Context: an optimization exercise on an open-source flow, tuned for small area and a short achievable clock period. The choices shown serve that exercise and are no tape-out recipe. In this exercise RTL edits were held to simulation tests only and were not proved equivalent to the original. Power and IR drop assume default switching activity.

**flow/config.mk**
```make
export PLATFORM = sky130hd
export DESIGN_NAME = CPU
export DESIGN_NICKNAME = CPU
export VERILOG_FILES = /design/flow/design.v
export SDC_FILE = /design/flow/constraint.sdc
export NUM_CORES = 4
export LEC_CHECK = 0
export ABC_AREA = 1
export CAP_MARGIN = 0
export CORE_MARGIN = 2
export CORE_UTILIZATION = 65
export CTS_BUF_LIST = sky130_fd_sc_hd__clkbuf_8
export SLEW_MARGIN = 0
```
**flow/constraint.sdc**
```tcl
create_clock -name core_clock -period 28.0 [get_ports {clk}]
set_input_delay 5.6000 -clock core_clock [delete_from_list [all_inputs] [get_ports {clk}]]
set_output_delay 5.6000 -clock core_clock [all_outputs]
set_load 0.01 [all_outputs]
```
**flow/design.v**
```verilog
module CPU_div4 #(parameter W = 2) (
    input  [15:0] rin,
    input  [1:0]  abits,
    input  [15:0] b,
    input  [17:0] b3,
    output [1:0]  q,
    output [15:0] rout
);
    wire [W-1:0] x;
    generate
        if (W == 2) begin : g2
            assign x = abits;
        end else begin : gn
            assign x = {rin[W-3:0], abits};
        end
    endgenerate
    wire bz1, bz2;
    generate
        if (W < 16) begin : gb
            assign bz1 = ~|b[15:W];
        end else begin : gb16
            assign bz1 = 1'b1;
        end
    endgenerate
    assign bz2 = ~|b[15:W-1];
    wire bz3 = b <= ((1 << W) - 1) / 3;
    wire [W:0] d1 = {1'b0, x} - {1'b0, b[W-1:0]};
    wire [W:0] d2 = {1'b0, x} - {1'b0, b[W-2:0], 1'b0};
    wire [W:0] d3 = {1'b0, x} - {1'b0, b3[W-1:0]};
    wire ge1 = bz1 & ~d1[W];
    wire ge2 = bz2 & ~d2[W];
    wire ge3 = bz3 & ~d3[W];
    assign q = {ge2, ge3 | (ge1 & ~ge2)};
    generate
        if (W < 16) begin : gz
            assign rout[15:W] = {(16-W){1'b0}};
        end
    endgenerate
    assign rout[W-1:0] = ({W{~ge1}} & x) | ({W{ge1 & ~ge2}} & d1[W-1:0])
                       | ({W{ge2 & ~ge3}} & d2[W-1:0]) | ({W{ge3}} & d3[W-1:0]);
endmodule
module CPU_mul16lo (
    input  [15:0] a,
    input  [15:0] b,
    output [15:0] p
);
    wire s1 = (a[0] & b[2]) ^ (a[1] & b[1]) ^ (a[2] & b[0]);
    wire c1 = ((a[0] & b[2]) & (a[1] & b[1])) | ((a[0] & b[2]) & (a[2] & b[0])) | ((a[1] & b[1]) & (a[2] & b[0]));
    wire s2 = (a[0] & b[3]) ^ (a[1] & b[2]) ^ (a[2] & b[1]);
    wire c2 = ((a[0] & b[3]) & (a[1] & b[2])) | ((a[0] & b[3]) & (a[2] & b[1])) | ((a[1] & b[2]) & (a[2] & b[1]));
    wire s3 = (a[0] & b[4]) ^ (a[1] & b[3]) ^ (a[2] & b[2]);
    wire c3 = ((a[0] & b[4]) & (a[1] & b[3])) | ((a[0] & b[4]) & (a[2] & b[2])) | ((a[1] & b[3]) & (a[2] & b[2]));
    wire s4 = (a[0] & b[5]) ^ (a[1] & b[4]) ^ (a[2] & b[3]);
    wire c4 = ((a[0] & b[5]) & (a[1] & b[4])) | ((a[0] & b[5]) & (a[2] & b[3])) | ((a[1] & b[4]) & (a[2] & b[3]));
    wire s5 = (a[3] & b[2]) ^ (a[4] & b[1]) ^ (a[5] & b[0]);
    wire c5 = ((a[3] & b[2]) & (a[4] & b[1])) | ((a[3] & b[2]) & (a[5] & b[0])) | ((a[4] & b[1]) & (a[5] & b[0]));
    wire s6 = (a[0] & b[6]) ^ (a[1] & b[5]) ^ (a[2] & b[4]);
    wire c6 = ((a[0] & b[6]) & (a[1] & b[5])) | ((a[0] & b[6]) & (a[2] & b[4])) | ((a[1] & b[5]) & (a[2] & b[4]));
    wire s7 = (a[3] & b[3]) ^ (a[4] & b[2]) ^ (a[5] & b[1]);
    wire c7 = ((a[3] & b[3]) & (a[4] & b[2])) | ((a[3] & b[3]) & (a[5] & b[1])) | ((a[4] & b[2]) & (a[5] & b[1]));
    wire s8 = (a[0] & b[7]) ^ (a[1] & b[6]) ^ (a[2] & b[5]);
    wire c8 = ((a[0] & b[7]) & (a[1] & b[6])) | ((a[0] & b[7]) & (a[2] & b[5])) | ((a[1] & b[6]) & (a[2] & b[5]));
    wire s9 = (a[3] & b[4]) ^ (a[4] & b[3]) ^ (a[5] & b[2]);
    wire c9 = ((a[3] & b[4]) & (a[4] & b[3])) | ((a[3] & b[4]) & (a[5] & b[2])) | ((a[4] & b[3]) & (a[5] & b[2]));
    wire s10 = (a[0] & b[8]) ^ (a[1] & b[7]) ^ (a[2] & b[6]);
    wire c10 = ((a[0] & b[8]) & (a[1] & b[7])) | ((a[0] & b[8]) & (a[2] & b[6])) | ((a[1] & b[7]) & (a[2] & b[6]));
    wire s11 = (a[3] & b[5]) ^ (a[4] & b[4]) ^ (a[5] & b[3]);
    wire c11 = ((a[3] & b[5]) & (a[4] & b[4])) | ((a[3] & b[5]) & (a[5] & b[3])) | ((a[4] & b[4]) & (a[5] & b[3]));
    wire s12 = (a[6] & b[2]) ^ (a[7] & b[1]) ^ (a[8] & b[0]);
    wire c12 = ((a[6] & b[2]) & (a[7] & b[1])) | ((a[6] & b[2]) & (a[8] & b[0])) | ((a[7] & b[1]) & (a[8] & b[0]));
    wire s13 = (a[0] & b[9]) ^ (a[1] & b[8]) ^ (a[2] & b[7]);
    wire c13 = ((a[0] & b[9]) & (a[1] & b[8])) | ((a[0] & b[9]) & (a[2] & b[7])) | ((a[1] & b[8]) & (a[2] & b[7]));
    wire s14 = (a[3] & b[6]) ^ (a[4] & b[5]) ^ (a[5] & b[4]);
    wire c14 = ((a[3] & b[6]) & (a[4] & b[5])) | ((a[3] & b[6]) & (a[5] & b[4])) | ((a[4] & b[5]) & (a[5] & b[4]));
    wire s15 = (a[6] & b[3]) ^ (a[7] & b[2]) ^ (a[8] & b[1]);
    wire c15 = ((a[6] & b[3]) & (a[7] & b[2])) | ((a[6] & b[3]) & (a[8] & b[1])) | ((a[7] & b[2]) & (a[8] & b[1]));
    wire s16 = (a[0] & b[10]) ^ (a[1] & b[9]) ^ (a[2] & b[8]);
    wire c16 = ((a[0] & b[10]) & (a[1] & b[9])) | ((a[0] & b[10]) & (a[2] & b[8])) | ((a[1] & b[9]) & (a[2] & b[8]));
    wire s17 = (a[3] & b[7]) ^ (a[4] & b[6]) ^ (a[5] & b[5]);
    wire c17 = ((a[3] & b[7]) & (a[4] & b[6])) | ((a[3] & b[7]) & (a[5] & b[5])) | ((a[4] & b[6]) & (a[5] & b[5]));
    wire s18 = (a[6] & b[4]) ^ (a[7] & b[3]) ^ (a[8] & b[2]);
    wire c18 = ((a[6] & b[4]) & (a[7] & b[3])) | ((a[6] & b[4]) & (a[8] & b[2])) | ((a[7] & b[3]) & (a[8] & b[2]));
    wire s19 = (a[0] & b[11]) ^ (a[1] & b[10]) ^ (a[2] & b[9]);
    wire c19 = ((a[0] & b[11]) & (a[1] & b[10])) | ((a[0] & b[11]) & (a[2] & b[9])) | ((a[1] & b[10]) & (a[2] & b[9]));
    wire s20 = (a[3] & b[8]) ^ (a[4] & b[7]) ^ (a[5] & b[6]);
    wire c20 = ((a[3] & b[8]) & (a[4] & b[7])) | ((a[3] & b[8]) & (a[5] & b[6])) | ((a[4] & b[7]) & (a[5] & b[6]));
    wire s21 = (a[6] & b[5]) ^ (a[7] & b[4]) ^ (a[8] & b[3]);
    wire c21 = ((a[6] & b[5]) & (a[7] & b[4])) | ((a[6] & b[5]) & (a[8] & b[3])) | ((a[7] & b[4]) & (a[8] & b[3]));
    wire s22 = (a[9] & b[2]) ^ (a[10] & b[1]) ^ (a[11] & b[0]);
    wire c22 = ((a[9] & b[2]) & (a[10] & b[1])) | ((a[9] & b[2]) & (a[11] & b[0])) | ((a[10] & b[1]) & (a[11] & b[0]));
    wire s23 = (a[0] & b[12]) ^ (a[1] & b[11]) ^ (a[2] & b[10]);
    wire c23 = ((a[0] & b[12]) & (a[1] & b[11])) | ((a[0] & b[12]) & (a[2] & b[10])) | ((a[1] & b[11]) & (a[2] & b[10]));
    wire s24 = (a[3] & b[9]) ^ (a[4] & b[8]) ^ (a[5] & b[7]);
    wire c24 = ((a[3] & b[9]) & (a[4] & b[8])) | ((a[3] & b[9]) & (a[5] & b[7])) | ((a[4] & b[8]) & (a[5] & b[7]));
    wire s25 = (a[6] & b[6]) ^ (a[7] & b[5]) ^ (a[8] & b[4]);
    wire c25 = ((a[6] & b[6]) & (a[7] & b[5])) | ((a[6] & b[6]) & (a[8] & b[4])) | ((a[7] & b[5]) & (a[8] & b[4]));
    wire s26 = (a[9] & b[3]) ^ (a[10] & b[2]) ^ (a[11] & b[1]);
    wire c26 = ((a[9] & b[3]) & (a[10] & b[2])) | ((a[9] & b[3]) & (a[11] & b[1])) | ((a[10] & b[2]) & (a[11] & b[1]));
    wire s27 = (a[0] & b[13]) ^ (a[1] & b[12]) ^ (a[2] & b[11]);
    wire c27 = ((a[0] & b[13]) & (a[1] & b[12])) | ((a[0] & b[13]) & (a[2] & b[11])) | ((a[1] & b[12]) & (a[2] & b[11]));
    wire s28 = (a[3] & b[10]) ^ (a[4] & b[9]) ^ (a[5] & b[8]);
    wire c28 = ((a[3] & b[10]) & (a[4] & b[9])) | ((a[3] & b[10]) & (a[5] & b[8])) | ((a[4] & b[9]) & (a[5] & b[8]));
    wire s29 = (a[6] & b[7]) ^ (a[7] & b[6]) ^ (a[8] & b[5]);
    wire c29 = ((a[6] & b[7]) & (a[7] & b[6])) | ((a[6] & b[7]) & (a[8] & b[5])) | ((a[7] & b[6]) & (a[8] & b[5]));
    wire s30 = (a[9] & b[4]) ^ (a[10] & b[3]) ^ (a[11] & b[2]);
    wire c30 = ((a[9] & b[4]) & (a[10] & b[3])) | ((a[9] & b[4]) & (a[11] & b[2])) | ((a[10] & b[3]) & (a[11] & b[2]));
    wire s31 = (a[0] & b[14]) ^ (a[1] & b[13]) ^ (a[2] & b[12]);
    wire c31 = ((a[0] & b[14]) & (a[1] & b[13])) | ((a[0] & b[14]) & (a[2] & b[12])) | ((a[1] & b[13]) & (a[2] & b[12]));
    wire s32 = (a[3] & b[11]) ^ (a[4] & b[10]) ^ (a[5] & b[9]);
    wire c32 = ((a[3] & b[11]) & (a[4] & b[10])) | ((a[3] & b[11]) & (a[5] & b[9])) | ((a[4] & b[10]) & (a[5] & b[9]));
    wire s33 = (a[6] & b[8]) ^ (a[7] & b[7]) ^ (a[8] & b[6]);
    wire c33 = ((a[6] & b[8]) & (a[7] & b[7])) | ((a[6] & b[8]) & (a[8] & b[6])) | ((a[7] & b[7]) & (a[8] & b[6]));
    wire s34 = (a[9] & b[5]) ^ (a[10] & b[4]) ^ (a[11] & b[3]);
    wire c34 = ((a[9] & b[5]) & (a[10] & b[4])) | ((a[9] & b[5]) & (a[11] & b[3])) | ((a[10] & b[4]) & (a[11] & b[3]));
    wire s35 = (a[12] & b[2]) ^ (a[13] & b[1]) ^ (a[14] & b[0]);
    wire c35 = ((a[12] & b[2]) & (a[13] & b[1])) | ((a[12] & b[2]) & (a[14] & b[0])) | ((a[13] & b[1]) & (a[14] & b[0]));
    wire s36 = (a[0] & b[15]) ^ (a[1] & b[14]) ^ (a[2] & b[13]);
    wire c36 = ((a[0] & b[15]) & (a[1] & b[14])) | ((a[0] & b[15]) & (a[2] & b[13])) | ((a[1] & b[14]) & (a[2] & b[13]));
    wire s37 = (a[3] & b[12]) ^ (a[4] & b[11]) ^ (a[5] & b[10]);
    wire c37 = ((a[3] & b[12]) & (a[4] & b[11])) | ((a[3] & b[12]) & (a[5] & b[10])) | ((a[4] & b[11]) & (a[5] & b[10]));
    wire s38 = (a[6] & b[9]) ^ (a[7] & b[8]) ^ (a[8] & b[7]);
    wire c38 = ((a[6] & b[9]) & (a[7] & b[8])) | ((a[6] & b[9]) & (a[8] & b[7])) | ((a[7] & b[8]) & (a[8] & b[7]));
    wire s39 = (a[9] & b[6]) ^ (a[10] & b[5]) ^ (a[11] & b[4]);
    wire c39 = ((a[9] & b[6]) & (a[10] & b[5])) | ((a[9] & b[6]) & (a[11] & b[4])) | ((a[10] & b[5]) & (a[11] & b[4]));
    wire s40 = (a[12] & b[3]) ^ (a[13] & b[2]) ^ (a[14] & b[1]);
    wire c40 = ((a[12] & b[3]) & (a[13] & b[2])) | ((a[12] & b[3]) & (a[14] & b[1])) | ((a[13] & b[2]) & (a[14] & b[1]));
    wire s41 = c1 ^ s2 ^ (a[3] & b[0]);
    wire c41 = (c1 & s2) | (c1 & (a[3] & b[0])) | (s2 & (a[3] & b[0]));
    wire s42 = c2 ^ s3 ^ (a[3] & b[1]);
    wire c42 = (c2 & s3) | (c2 & (a[3] & b[1])) | (s3 & (a[3] & b[1]));
    wire s43 = c3 ^ s4 ^ s5;
    wire c43 = (c3 & s4) | (c3 & s5) | (s4 & s5);
    wire s44 = c4 ^ c5 ^ s6;
    wire c44 = (c4 & c5) | (c4 & s6) | (c5 & s6);
    wire s45 = c6 ^ c7 ^ s8;
    wire c45 = (c6 & c7) | (c6 & s8) | (c7 & s8);
    wire s46 = s9 ^ (a[6] & b[1]) ^ (a[7] & b[0]);
    wire c46 = (s9 & (a[6] & b[1])) | (s9 & (a[7] & b[0])) | ((a[6] & b[1]) & (a[7] & b[0]));
    wire s47 = c8 ^ c9 ^ s10;
    wire c47 = (c8 & c9) | (c8 & s10) | (c9 & s10);
    wire s48 = c10 ^ c11 ^ c12;
    wire c48 = (c10 & c11) | (c10 & c12) | (c11 & c12);
    wire s49 = s13 ^ s14 ^ s15;
    wire c49 = (s13 & s14) | (s13 & s15) | (s14 & s15);
    wire s50 = c13 ^ c14 ^ c15;
    wire c50 = (c13 & c14) | (c13 & c15) | (c14 & c15);
    wire s51 = s16 ^ s17 ^ s18;
    wire c51 = (s16 & s17) | (s16 & s18) | (s17 & s18);
    wire s52 = c16 ^ c17 ^ c18;
    wire c52 = (c16 & c17) | (c16 & c18) | (c17 & c18);
    wire s53 = s19 ^ s20 ^ s21;
    wire c53 = (s19 & s20) | (s19 & s21) | (s20 & s21);
    wire s54 = c19 ^ c20 ^ c21;
    wire c54 = (c19 & c20) | (c19 & c21) | (c20 & c21);
    wire s55 = c22 ^ s23 ^ s24;
    wire c55 = (c22 & s23) | (c22 & s24) | (s23 & s24);
    wire s56 = s25 ^ s26 ^ (a[12] & b[0]);
    wire c56 = (s25 & s26) | (s25 & (a[12] & b[0])) | (s26 & (a[12] & b[0]));
    wire s57 = c23 ^ c24 ^ c25;
    wire c57 = (c23 & c24) | (c23 & c25) | (c24 & c25);
    wire s58 = c26 ^ s27 ^ s28;
    wire c58 = (c26 & s27) | (c26 & s28) | (s27 & s28);
    wire s59 = s29 ^ s30 ^ (a[12] & b[1]);
    wire c59 = (s29 & s30) | (s29 & (a[12] & b[1])) | (s30 & (a[12] & b[1]));
    wire s60 = c27 ^ c28 ^ c29;
    wire c60 = (c27 & c28) | (c27 & c29) | (c28 & c29);
    wire s61 = c30 ^ s31 ^ s32;
    wire c61 = (c30 & s31) | (c30 & s32) | (s31 & s32);
    wire s62 = s33 ^ s34 ^ s35;
    wire c62 = (s33 & s34) | (s33 & s35) | (s34 & s35);
    wire s63 = c31 ^ c32 ^ c33;
    wire c63 = (c31 & c32) | (c31 & c33) | (c32 & c33);
    wire s64 = c34 ^ c35 ^ s36;
    wire c64 = (c34 & c35) | (c34 & s36) | (c35 & s36);
    wire s65 = s37 ^ s38 ^ s39;
    wire c65 = (s37 & s38) | (s37 & s39) | (s38 & s39);
    wire s66 = c41 ^ s42 ^ (a[4] & b[0]);
    wire c66 = (c41 & s42) | (c41 & (a[4] & b[0])) | (s42 & (a[4] & b[0]));
    wire s67 = c43 ^ s44 ^ s7;
    wire c67 = (c43 & s44) | (c43 & s7) | (s44 & s7);
    wire s68 = c44 ^ s45 ^ s46;
    wire c68 = (c44 & s45) | (c44 & s46) | (s45 & s46);
    wire s69 = c45 ^ c46 ^ s47;
    wire c69 = (c45 & c46) | (c45 & s47) | (c46 & s47);
    wire s70 = c47 ^ s48 ^ s49;
    wire c70 = (c47 & s48) | (c47 & s49) | (s48 & s49);
    wire s71 = c48 ^ c49 ^ s50;
    wire c71 = (c48 & c49) | (c48 & s50) | (c49 & s50);
    wire s72 = s51 ^ (a[9] & b[1]) ^ (a[10] & b[0]);
    wire c72 = (s51 & (a[9] & b[1])) | (s51 & (a[10] & b[0])) | ((a[9] & b[1]) & (a[10] & b[0]));
    wire s73 = c50 ^ c51 ^ s52;
    wire c73 = (c50 & c51) | (c50 & s52) | (c51 & s52);
    wire s74 = c52 ^ c53 ^ s54;
    wire c74 = (c52 & c53) | (c52 & s54) | (c53 & s54);
    wire s75 = c54 ^ c55 ^ c56;
    wire c75 = (c54 & c55) | (c54 & c56) | (c55 & c56);
    wire s76 = s57 ^ s58 ^ s59;
    wire c76 = (s57 & s58) | (s57 & s59) | (s58 & s59);
    wire s77 = c57 ^ c58 ^ c59;
    wire c77 = (c57 & c58) | (c57 & c59) | (c58 & c59);
    wire s78 = s60 ^ s61 ^ s62;
    wire c78 = (s60 & s61) | (s60 & s62) | (s61 & s62);
    wire s79 = c60 ^ c61 ^ c62;
    wire c79 = (c60 & c61) | (c60 & c62) | (c61 & c62);
    wire s80 = s63 ^ s64 ^ s65;
    wire c80 = (s63 & s64) | (s63 & s65) | (s64 & s65);
    wire s81 = c66 ^ c42 ^ s43;
    wire c81 = (c66 & c42) | (c66 & s43) | (c42 & s43);
    wire s82 = c68 ^ s69 ^ s11;
    wire c82 = (c68 & s69) | (c68 & s11) | (s69 & s11);
    wire s83 = c69 ^ s70 ^ (a[9] & b[0]);
    wire c83 = (c69 & s70) | (c69 & (a[9] & b[0])) | (s70 & (a[9] & b[0]));
    wire s84 = c70 ^ s71 ^ s72;
    wire c84 = (c70 & s71) | (c70 & s72) | (s71 & s72);
    wire s85 = c71 ^ c72 ^ s73;
    wire c85 = (c71 & c72) | (c71 & s73) | (c72 & s73);
    wire s86 = c73 ^ s74 ^ s55;
    wire c86 = (c73 & s74) | (c73 & s55) | (s74 & s55);
    wire s87 = c74 ^ s75 ^ s76;
    wire c87 = (c74 & s75) | (c74 & s76) | (s75 & s76);
    wire s88 = c75 ^ c76 ^ s77;
    wire c88 = (c75 & c76) | (c75 & s77) | (c76 & s77);
    wire s89 = c77 ^ c78 ^ s79;
    wire c89 = (c77 & c78) | (c77 & s79) | (c78 & s79);
    wire s90 = s80 ^ s40 ^ (a[15] & b[0]);
    wire c90 = (s80 & s40) | (s80 & (a[15] & b[0])) | (s40 & (a[15] & b[0]));
    wire s91 = c81 ^ s67 ^ (a[6] & b[0]);
    wire c91 = (c81 & s67) | (c81 & (a[6] & b[0])) | (s67 & (a[6] & b[0]));
    wire s92 = c84 ^ s85 ^ s53;
    wire c92 = (c84 & s85) | (c84 & s53) | (s85 & s53);
    wire s93 = c85 ^ s86 ^ s56;
    wire c93 = (c85 & s86) | (c85 & s56) | (s86 & s56);
    wire s94 = c86 ^ s87 ^ (a[13] & b[0]);
    wire c94 = (c86 & s87) | (c86 & (a[13] & b[0])) | (s87 & (a[13] & b[0]));
    wire s95 = c87 ^ s88 ^ s78;
    wire c95 = (c87 & s88) | (c87 & s78) | (s88 & s78);
    wire s96 = c88 ^ s89 ^ s90;
    wire c96 = (c88 & s89) | (c88 & s90) | (s89 & s90);
    wire s97 = c91 ^ c67 ^ s68;
    wire c97 = (c91 & c67) | (c91 & s68) | (c67 & s68);
    wire s98 = c97 ^ s82 ^ s12;
    wire c98 = (c97 & s82) | (c97 & s12) | (s82 & s12);
    wire s99 = c98 ^ c82 ^ s83;
    wire c99 = (c98 & c82) | (c98 & s83) | (c82 & s83);
    wire s100 = c99 ^ c83 ^ s84;
    wire c100 = (c99 & c83) | (c99 & s84) | (c83 & s84);
    wire s101 = c100 ^ s92 ^ s22;
    wire c101 = (c100 & s92) | (c100 & s22) | (s92 & s22);
    wire s102 = c101 ^ c92 ^ s93;
    wire c102 = (c101 & c92) | (c101 & s93) | (c92 & s93);
    wire s103 = c102 ^ c93 ^ s94;
    wire c103 = (c102 & c93) | (c102 & s94) | (c93 & s94);
    wire s104 = c103 ^ c94 ^ s95;
    wire c104 = (c103 & c94) | (c103 & s95) | (c94 & s95);
    wire s105 = c104 ^ c95 ^ s96;
    wire c105 = (c104 & c95) | (c104 & s96) | (c95 & s96);
    wire [15:0] r0 = {s105, s104, s103, s102, s101, s100, s99, s98, s97, s91, s81, s66, s41, s1, (a[0] & b[1]), (a[0] & b[0])};
    wire [15:0] r1 = {1'b0, 1'b0, 1'b0, 1'b0, 1'b0, 1'b0, 1'b0, 1'b0, 1'b0, 1'b0, 1'b0, 1'b0, 1'b0, 1'b0, (a[1] & b[0]), 1'b0};
    assign p = r0 + r1;
endmodule
module CPU (
    input clk,
    input reset,
    input [18:0] instruction,
    input [15:0] data_in,
    output reg [15:0] data_out,
    output [15:0] address,
    output reg mem_read,
    output reg mem_write
);
    localparam N1 = 2;
    localparam N2 = 6;
    localparam K1 = 2 * N1;
    localparam K2 = 2 * N2;
    reg [15:0] registers [0:15];
    wire [3:0] opcode = instruction[18:15];
    wire [3:0] rs = instruction[14:11];
    wire [3:0] rt = instruction[10:7];
    wire [3:0] rd = instruction[6:3];
    wire [11:0] addr = instruction[14:3];
    wire op_load  = opcode == 4'b1010;
    wire op_store = opcode == 4'b1011;
    wire op_call  = opcode == 4'b1111;
    wire [15:0] ra = registers[rs];
    wire [15:0] rb = registers[rt];
    wire [17:0] rb3 = {2'b0, rb} + {1'b0, rb, 1'b0};
    wire [15:0] rem1 [0:N1];
    wire [K1-1:0] q1;
    assign rem1[0] = 16'b0;
    genvar j;
    generate
        for (j = 1; j <= N1; j = j + 1) begin : s1
            CPU_div4 #(.W(2*j)) st (.rin(rem1[j-1]), .abits(ra[17-2*j:16-2*j]), .b(rb), .b3(rb3),
                .q(q1[K1-2*j+1:K1-2*j]), .rout(rem1[j]));
        end
    endgenerate
    reg [15:0] A2, B2;
    reg [K1-1:0] r2, q2;
    reg [3:0] op2;
    wire [17:0] B3_2 = {2'b0, B2} + {1'b0, B2, 1'b0};
    wire [15:0] rem2 [N1:N2];
    wire [K2-K1-1:0] qm;
    assign rem2[N1] = {{(16-K1){1'b0}}, r2};
    generate
        for (j = N1 + 1; j <= N2; j = j + 1) begin : s2
            CPU_div4 #(.W(2*j)) st (.rin(rem2[j-1]), .abits(A2[17-2*j:16-2*j]), .b(B2), .b3(B3_2),
                .q(qm[K2-2*j+1:K2-2*j]), .rout(rem2[j]));
        end
    endgenerate
    wire is_add = op2 == 4'd0;
    wire is_sub = op2 == 4'd1;
    wire is_mul = op2 == 4'd2;
    wire is_div = op2 == 4'd3;
    wire is_inc = op2 == 4'd4;
    wire is_dec = op2 == 4'd5;
    wire is_and = op2 == 4'd6;
    wire is_or  = op2 == 4'd7;
    wire is_xor = op2 == 4'd8;
    wire is_not = op2 == 4'd9;
    wire [15:0] addend = is_sub ? ~B2 : is_inc ? 16'h0000 : is_dec ? 16'hFFFF : B2;
    wire [15:0] sum = A2 + addend + {15'b0, is_sub | is_inc};
    wire [15:0] prod;
    CPU_mul16lo mul (.a(A2), .b(B2), .p(prod));
    wire [15:0] res2 =
          ({16{is_add | is_sub | is_inc | is_dec}} & sum)
        | ({16{is_mul}} & prod)
        | ({16{is_div}} & {q2, qm, A2[15-K2:0]})
        | ({16{is_and}} & (A2 & B2))
        | ({16{is_or}}  & (A2 | B2))
        | ({16{is_xor}} & (A2 ^ B2))
        | ({16{is_not}} & ~A2);
    reg [15:0] qa3, b3;
    reg [17:0] b3x3;
    reg [K2-1:0] r3;
    reg div3;
    reg sel3;            
    reg [15:0] addr_hold;
    reg ex_zero;         
    wire [15:0] rem3 [N2:8];
    wire [15-K2:0] ql;
    assign rem3[N2] = {{(16-K2){1'b0}}, r3};
    generate
        for (j = N2 + 1; j <= 8; j = j + 1) begin : s3
            CPU_div4 #(.W(2*j)) st (.rin(rem3[j-1]), .abits(qa3[17-2*j:16-2*j]), .b(b3), .b3(b3x3),
                .q(ql[17-2*j:16-2*j]), .rout(rem3[j]));
        end
    endgenerate
    wire [15:0] ex_res = div3 ? {qa3[15:16-K2], ql} : qa3;
    assign address = sel3 ? ex_res : addr_hold;
    reg [3:0] EXdst, WBdst;
    reg [15:0] WBres;
    reg [15:0] PC;
    wire [15:0] pc_inc = PC + 16'd1;
    always @(posedge clk or posedge reset) begin
        if (reset) begin
            op2 <= 4'b1010;
            EXdst <= 4'b0;
            WBdst <= 4'b0;
            WBres <= 16'b0;
            PC <= 16'b0;
        end else begin
            op2 <= opcode;
            EXdst <= rd;
            WBdst <= EXdst;
            WBres <= ex_zero ? 16'b0 : ex_res;
            case (opcode)
                4'b1100, 4'b1111: PC <= {4'b0, addr};
                4'b1101: if (ra == rb) PC <= {4'b0, addr};
                4'b1110: if (ra != rb) PC <= {4'b0, addr};
                default: PC <= pc_inc;
            endcase
        end
    end
    always @(posedge clk or posedge reset) begin
        if (reset)
            ex_zero <= 1'b1;
        else
            ex_zero <= 1'b0;
    end
    always @(posedge clk) begin
        A2 <= ra;
        B2 <= rb;
        r2 <= rem1[N1][K1-1:0];
        q2 <= q1;
        qa3 <= res2;
        b3 <= B2;
        b3x3 <= B3_2;
        r3 <= rem2[N2][K2-1:0];
        div3 <= is_div;
        sel3 <= ~reset & (op_load | op_store);
        addr_hold <= address;
    end
    always @(posedge clk) begin
        if (!reset) begin
            if (op_load) begin
                mem_read <= 1'b1;
            end else if (op_store) begin
                mem_write <= 1'b1;
                data_out <= rb;
            end else begin
                mem_read <= 1'b0;
                mem_write <= 1'b0;
            end
            if (op_call)
                registers[15] <= pc_inc;
            if (!op_store)
                registers[WBdst] <= WBres;
        end
    end
endmodule
```
**flow/flow/run.sh**
```bash
#!/bin/bash
# Standard ORFS flow (the standard.sh) with faster port buffers and a
# setup-repair margin, so that repair_timing works towards a shorter period
# than the design's clock. The constraints (SDC) are the design's, unchanged.
set -euo pipefail
export BUFFER_PORTS_ARGS="-buffer_cell sky130_fd_sc_hd__buf_4"
export SETUP_SLACK_MARGIN=18
export MATCH_CELL_FOOTPRINT=0
bash standard.sh > standard.log 2>&1
```
**flow/standard.sh**
```bash
#!/bin/bash
# synth_recipe.tcl (not shown) runs the flow's synth.tcl, then flattens the netlist and writes it again
# the make line also repeats each setting of config.mk as NAME=value (left out here)
make -C /OpenROAD-flow-scripts/flow DESIGN_CONFIG=/design/flow/config.mk WORK_HOME=/design/flow/orfs CLKGATE_MAP_FILE= SYNTH_SCRIPT=/design/flow/synth_recipe.tcl "${@:-finish}"
```
==> notes.md <==
================================================================================
Run status                                      no timing/DRC/antenna violations
Share of synthesized area occupied by flip-flops and latches              34.61%
Fraction of the core area covered by cells at the end of the flow         71.83%
Finished Cell Area                                                    36930 um^2
Unrepaired setup endpoints after global routing                              yes
Maximum level of the CTS H-tree                                                3
Top library cells by usage in the layout, fill and taps aside       nand2_1, inv_1, nand3_1, a21oi_1, ha_1
Cells after Synth                                                           4244
TritonCTS clock tree                                                         yes
Origin of the critical flop-to-flop path                                   B2[0]
Global-route wire length before repair                                 157000 um
Via density                                                                5.966
Worst-case headroom to the max-slew limit                                 19.09%
Max Buffers Root-to-Sink                                                       3
Hold worst-path end                                                     WBdst[0]
Asr flop ratio synth                                                      10.32%
Number of global-route vias before repair                                  27810
Final clock period utilization by the worst path                          36.28%
Number of enable-type register cells in the synthesized netlist              274
Endpoint of the lowest-slack register-to-register path                     r3[0]
Yosys warnings                                                                 1
Category of the worst setup path capture point                        output pin
Number of antenna violations at the first check in global routing              1
Critical path required time                                             22.40 ns
Worst reg-to-reg path cell count                                              50
Share of layout cells above drive strength 1                              8.610%
Final-report setup violation count                                             0
Post-synth cell types                                                         49
Min-delay src                                                           EXdst[0]
Die H                                                                   232.1 um
Net count, final                                                            4755
Master of the slowest instance on the critical path                      dfxtp_4
Row Count                                                                     83
Nature of the critical path startpoint                                      flop
Reg2reg setup slack                                                     18.55 ns
Count of vias placed by the detailed router                                30120
Clock-pin slew on the worst setup and hold paths                         0.06 ns
Number of buffers inserted by hold repair at cts                               0
Port Buf Inserts                                                              51
Remaining routing DRC violations                                               0
Syn_nets                                                                    4693
Count of nets left with antenna violations after detail routing                0
Filler-free cell count of the finished design                               5048
Final Hold Viols                                                               0
Largest Register                                                       registers
CTS buffer count                                                              76
Area of placed instances                                              34750 um^2
Dpl ws                                                                  16.82 ns
Setup total negative slack                                                  0 ns
Clock period minus final worst setup slack                              10.16 ns
Leading cell type in the layout, fill and taps excluded                  nand2_1
Pin count of the biggest net entering global routing                         155
First-pass DRT Iterations                                                      7
RePlAce Congestion                                                        0.9576
Number of instances on the worst hold path                                     0
Power Density                                                       80.10 nW/um^2
Final worst slack                                                       17.84 ns
Area growth from synthesis to final layout                                9.231%
Fin. max-slew vios                                                             0
Num ports                                                                     71
HPWL after detailed placement                                           71160 um
Area of the placeable core                                            51410 um^2
Leakage dissipation                                                     17.28 nW
Netlist area before placement                                         33800 um^2
Avg Synthesized Cell Area                                             7.965 um^2
Main flop type after synthesis                                          edfxtp_1
Die Area                                                              53850 um^2
Skew-Pair Late Insertion Delay                                           0.67 ns
Buffer cell driving the clock tree root                                 clkbuf_8
Total global routing track utilization                                    38.54%
CTS sink count                                                               436
Leftover overflow at the end of global routing                                 0
CP bufs+invs                                                                   5
DIE WIDTH                                                               232.1 um
Placed cells                                                                4864
WS Path Type                                                             reg2out
Violation count after the first detailed-route iteration                    3343
Post-route clock skew                                                 0.05931 ns
Peak ir drop on the vdd network                                         80.77 uV
Starting density of the core                                              65.76%
Total of flip-flops plus latches after synthesis                             436
Routed wirelength normalized by instance count                          20.53 um
Cell with the most instances on the worst path                           nand2_2
Arrival time worst endpoint                                              4.56 ns
Maximum net fanout on the critical path                                        8
Cell type group with the largest total delay on the critical path   simple AND/OR/NAND/NOR gates
CP peak stage delay                                                      0.36 ns
WL final                                                               103600 um
Worst-margin pin slew                                                   1.212 ns
Highest clock frequency the design can meet                          0.09844 GHz
Kind of path behind the tightest hold check                              reg2reg
Max cap viols                                                                  0
Largest register FFs                                                         256
================================================================================
==> per-stage QoR <==
stage / hold slack [ns] / power, mW
2_1_floorplan: 0.3312 / 1.947
3_3_place_gp: 0.3330 / 2.291
3_5_place_dp: 0.3404 / 2.317
4_1_cts: 0.3541 / 2.912
5_1_grt: 0.3593 / 3.188
6_report: 0.3537 / 2.958
==> worst max path at each step <==
stage                         from    endpoint  slack (ns)  depth (start not counted)
floorplan                  b3x3[0]  address[0]       18.51                         30
global placement    instruction[7]       r2[0]       16.84                         25
detailed placement  instruction[7]       r2[2]       16.82                         24
CTS                         qa3[2]  address[0]       17.71                         31
global route                qa3[2]  address[0]       17.59                         30
finish                      qa3[2]  address[0]       17.84                         30
==> worst register-to-register path: cells and delay by family, from the launching register on <==
| family | cells | cell delay, ns |
|---|---|---|
| fa+ha+maj | 6 | 2.33 |
| buf+inv | 8 | 1.12 |
| xor+xnor | 1 | 0.25 |
| simple gates | 24 | 3.49 |
| flops | 1 | 0.29 |
| compound gates | 11 | 1.84 |
==> power by group <==
group	internal, mW	switching [mW]	leakage, nW
Sequential	0.756	0.0639	4.08
Combinational	0.612	0.958	12.3
Clock	0.295	0.273	0.867
Total	1.66	1.29	17.3
==> layout make-up <==
class	count	area (um^2)
antenna	1	2.502
clock buffer	83	1142
clock inverter	56	316.6
fill	4259	14480
inverter	636	2422
multi-input combinational	3015	19350
sequential	436	11710
tap	680	850.8
timing repair buffer	141	1130
==> cell usage after synthesis (all sizes together) (79+ instances only) <==
master | instances | area [um^2]
inv | 632 | 2372
ha | 297 | 3716
o211ai | 157 | 1179
dfxtp | 117 | 2342
nor2 | 249 | 939.7
buf | 79 | 420.4
xor2 | 88 | 770.7
a21oi | 316 | 1582
fa | 115 | 2302
nand3 | 355 | 1782
nand2 | 881 | 3312
edfxtp | 274 | 8228
o21ai | 265 | 1326
==> routing by layer <==
metal  track usage [%]  share of wire, %  up-vias
met5                 0             0.022        -
li1                  -                 -    14360
met1             49.46                39    13910
met3             7.699                10      330
met4             17.31               5.0        4
met2             63.15                46     1519
==> kinds of logic (layout without fill, tap and decap cells) <==
family,count (synthesis),count (layout),share of synthesized area [%]
AOI/OAI and AO/OA,848,848,14.50
xor gates and xnor gates,147,147,3.809
adders and majority gates,412,412,17.80
buffers and inverters,793,916,9.172
DFF,436,436,34.61
other,1,2,0.01109
and+or+nand+nor,1607,1607,20.09
==> repair_timing <==
item                       4_1_cts  5_1_grt
setup buffers                   19       25
hold endpoints to repair         0        0
pin swaps                       18       23
gates resized for setup         63       63
setup endpoints to repair       21       22

[separate check: timing with driven ports]
The results above use ideal ports. As a check the final layout listed here was re-extracted and re-timed, cells and wires unchanged. Step 1 (the two cells are an assumption about what drives the block):
set clk [get_ports {clk}]
set_driving_cell -lib_cell sky130_fd_sc_hd__clkbuf_16 $clk
set_driving_cell -lib_cell sky130_fd_sc_hd__buf_2 [delete_from_list [all_inputs] $clk]
Step 2 also shifts input and output timing later by t, the mid clock arrival at the registers, as if the neighbouring blocks saw the same clock. Slacks: no drivers / after step 1 / after step 2; pairs: no drivers / after step 1.
t (ns): 0.701
setup slack, ns: 17.842 / 17.782 / 17.606
worst hold slack (ns): 0.354 / 0.354 / 0.354
worst setup path at the end: input to register
worst data-port slew with drivers (ns): 0.06
After both steps setup and hold are still met in this run. For this run, drivers alone change the setup slack by -0.060 ns; drivers and shift together by -0.236 ns.
